Background: an optimization exercise with open tools, aiming at small area. Do not read the settings as production practice.
Only simulation tests tie the RTL to the original design; equivalence was not proved.

## flow/run.sh

```bash
#!/bin/bash
# synth_recipe.tcl (not shown) runs the flow's synth.tcl, then flattens the netlist and writes it again
# the make line also repeats each setting of config.mk as NAME=value (left out here)
make -C /OpenROAD-flow-scripts/flow DESIGN_CONFIG=/design/flow/config.mk WORK_HOME=/design/flow/orfs CLKGATE_MAP_FILE= SYNTH_SCRIPT=/design/flow/synth_recipe.tcl finish
```

## flow/config.mk

```make
export PLATFORM = sky130hd
export DESIGN_NAME = multiplier_32bit
export DESIGN_NICKNAME = multiplier_32bit
export VERILOG_FILES = /design/flow/design.v
export SDC_FILE = /design/flow/constraint.sdc
export NUM_CORES = 4
export LEC_CHECK = 0
export CAP_MARGIN = 20
export CORE_MARGIN = 2
export CORE_UTILIZATION = 40
export SLEW_MARGIN = 20
```

## flow/constraint.sdc

```tcl
create_clock -name core_clock -period 9.5 [get_ports {clk}]
set_input_delay 1.9000 -clock core_clock [delete_from_list [all_inputs] [get_ports {clk}]]
set_output_delay 1.9000 -clock core_clock [all_outputs]
set_load 0.01 [all_outputs]
```

## flow/design.v

```verilog
module multiplier_32bit(
    input wire clk,
    input wire rst_n,
    input wire [31:0] a,
    input wire [31:0] b,
    output reg  [63:0] product
);
    always @(posedge clk or negedge rst_n)begin
        if(!rst_n)begin
            product <= 64'b0;
        end
        else begin
            product <= a*b;
        end
    end
endmodule
```

==> flow_summary.json <==
{
  "outcome": "complete, no violations",
  "clock.fmax_mhz": 109,
  "clock-sinks": 64,
  "largest-register": "product",
  "required_ns": 9.76,
  "drt_iter0_drc": 1258,
  "synth.largest_area_cell": "fa_1",
  "design.core.area_um2": 86800,
  "clockBufferDepth": 2,
  "yosysMostFrequentCell": "fa_1",
  "setup_viol": 0,
  "path_clk_slew_ns": 0.06,
  "synth_top_area_share_pct": 51.3,
  "num_rows": 108,
  "viasPerCell": 4.99,
  "grt_pass1_wl_um": 154000,
  "die_h_um": 300,
  "io_buffers": 129,
  "synth_nets": 4973,
  "ys_types": 57,
  "vias": 25000,
  "syn-cell-area_um2": 35000,
  "max-slew-margin-rel_pct": 40.6,
  "start_util_pct": 40.3,
  "finalWorstSetupSlack_ns": 0.300,
  "hpwlAfterDp_um": 80600,
  "drive_gt1_share_pct": 5.35,
  "antenna-diode-count": 0,
  "syn2layout_area_growth_pct": 11.6,
  "synth-seq-cells": 64,
  "cts_buffers": 9,
  "wl_per_cell_um": 19.1,
  "min_period_over_period_pct": 96.8,
  "hold_viol_final": 0,
  "worst_pin_slew_ns": 0.892,
  "clockRootBuffer": "clkbuf_16",
  "pre_cts_slack_ns": -0.00660,
  "synthCells": 3748,
  "synth_edf_count": 0,
  "remaining_drc_errors": 0,
  "antenna_found_initial": 2,
  "cp_max_fo": 17,
  "drtAntennaViolNets": 0,
  "crit_arrival_ns": 9.46,
  "utilization_pct": 45.0,
  "die_width_um": 300,
  "synthTopCellsByCount": "fa_1, inv_1, and2_1",
  "hold_class": "in -> async",
  "synth_area_per_cell_um2": 9.34,
  "drv_cap": 0,
  "criticalPathCategory": "in -> reg",
  "yosysWarnings": 1,
  "place_congestion": 0.884,
  "drt-pass1-iter-count": 6,
  "crit_path_end_kind": "register",
  "grt_usage_pct": 22.2,
  "finalMaxSlewViolations": 0,
  "grt_pass1_vias": 27300,
  "ios": 130,
  "rsz0062_at_grt": "false",
  "finish.net_count": 5067,
  "startpoint_type": "primary input",
  "largest_reg_flops": 64,
  "overflow": 0,
  "die_area_um2": 89900,
  "reg.largest.list": "product: 64 flops",
  "grt_max_degree": 65,
  "cts-htree-levels": 3,
  "tritoncts": "done",
  "post-route-min-period_ns": 9.20,
  "ys_seq_area_share_pct": 4.58,
  "synthTopCellsByArea": "fa_1, and2_1, ha_1",
  "async_flop_share_pct": 100,
  "drt_wl_total_um": 95400,
  "post_cts.repair.setup_buffers": 0,
  "synth_ff_type": "dfrtp_1"
}
[what timing repair did]
| action | in CTS | in global routing |
|---|---|---|
| hold buffers | 0 | 0 |
| endpoints found under the setup margin | 0 | 2 |
| gates resized for setup | 0 | 2 |
[final timing paths]
check	startpoint	endpoint	slack [ns]	cells past startpoint
max in group asynchronous	rst_n	product[16]	7.15	2
hold / removal	rst_n	product[54]	1.74	2
setup / recovery	a[20]	product[62]	0.30	26
min in group core_clock	b[1]	product[1]	2.76	4
[cells by family after synthesis]
| kind of cell | share of synthesized area, % |
|---|---|
| flops | 4.58 |
| simple gates | 17.5 |
| fa+ha+maj | 60.7 |
| xor+xnor | 1.50 |
| compound gates | 4.12 |
| buf+inv | 11.7 |
| mux | 0.0286 |
[worst max-delay path, stage by stage]
cell	delay, ns
clkdlybuf4s50_1	0.51
buf_12	0.17
buf_4	0.28
and2_1	0.18
fa_1	0.43
fa_1	0.51
inv_1	0.05
fa_1	0.46
fa_1	0.51
inv_1	0.05
fa_1	0.57
fa_1	0.43
fa_1	0.56
inv_1	0.07
fa_1	0.47
inv_1	0.04
ha_1	0.28
nand2_1	0.08
or4_1	0.51
or3_1	0.36
a31oi_1	0.19
buf_4	0.16
a31o_2	0.21
a211oi_1	0.11
o21ai_1	0.17
xor2_1	0.15
[layer usage]
metal | wire [µm] | up-vias | GRT usage (%)
met5 | 0 | - | 0
met3 | 4390 | 151 | 2.81
li1 | - | 11000 | -
met1 | 38000 | 13200 | 28.1
met2 | 49800 | 602 | 39.8
met4 | 3150 | 0 | 6.40
[through the flow]
stage	cells	cell area, µm²	hold WS [ns]	setup TNS, ns
floorplan	3748	35000	1.60	0
CTS	5002	39100	1.78	0
detailed placement	4986	38800	2.16	-0.00660
global placement	4986	38800	2.16	0
global route	5002	39100	1.81	0
finish	5002	39100	1.74	0
[layout make-up]
class	count	area, µm²
clock buffer	13	250
clock inverter	3	17.5
fill	8521	47700
inverter	865	3250
multi-input combinational	2599	29300
sequential	64	1600
tap	1155	1450
timing repair buffer	303	3180
[placed cells by master (no fill, tap or decap), drive strengths merged, types with 14 or more instances in the layout]
cell,synthesis,layout
inv,865,865
dfrtp,64,64
o21ai,26,26
and2,602,602
a21o,40,40
nand2,480,480
and3,14,14
clkdlybuf4s50,0,128
fa,896,896
xor2,25,25
buf,7,175
nor2,20,20
nand4,23,23
ha,263,263
a21oi,66,66
xnor2,35,35

==> re-timing with driven ports <==
The flow's constraints put no driver on any port. The routed layout listed below was extracted and timed again, unchanged, in two steps. Step 1 assumes that a clkbuf_16 drives the clock port and a buf_2 every other input. Step 2, shift: input delay + t, output delay - t, t = (earliest + latest rising clock arrival at the registers) / 2. This alone moves slack from input paths to output paths. Slacks: ideal / step 1 / step 2; pairs: ideal / step 1.
t (ns): 0.386
slack for setup (ns): 0.300 / 0.329 / -0.057
worst setup path at the end: input to register
worst slew at a driven data input, ns: 0.05
pins driven straight from the clock port: 1
Met with ideal ports but missed after step 2: setup timing in this run. For this run, drivers alone change the setup slack by +0.029 ns; drivers and shift together by -0.357 ns.
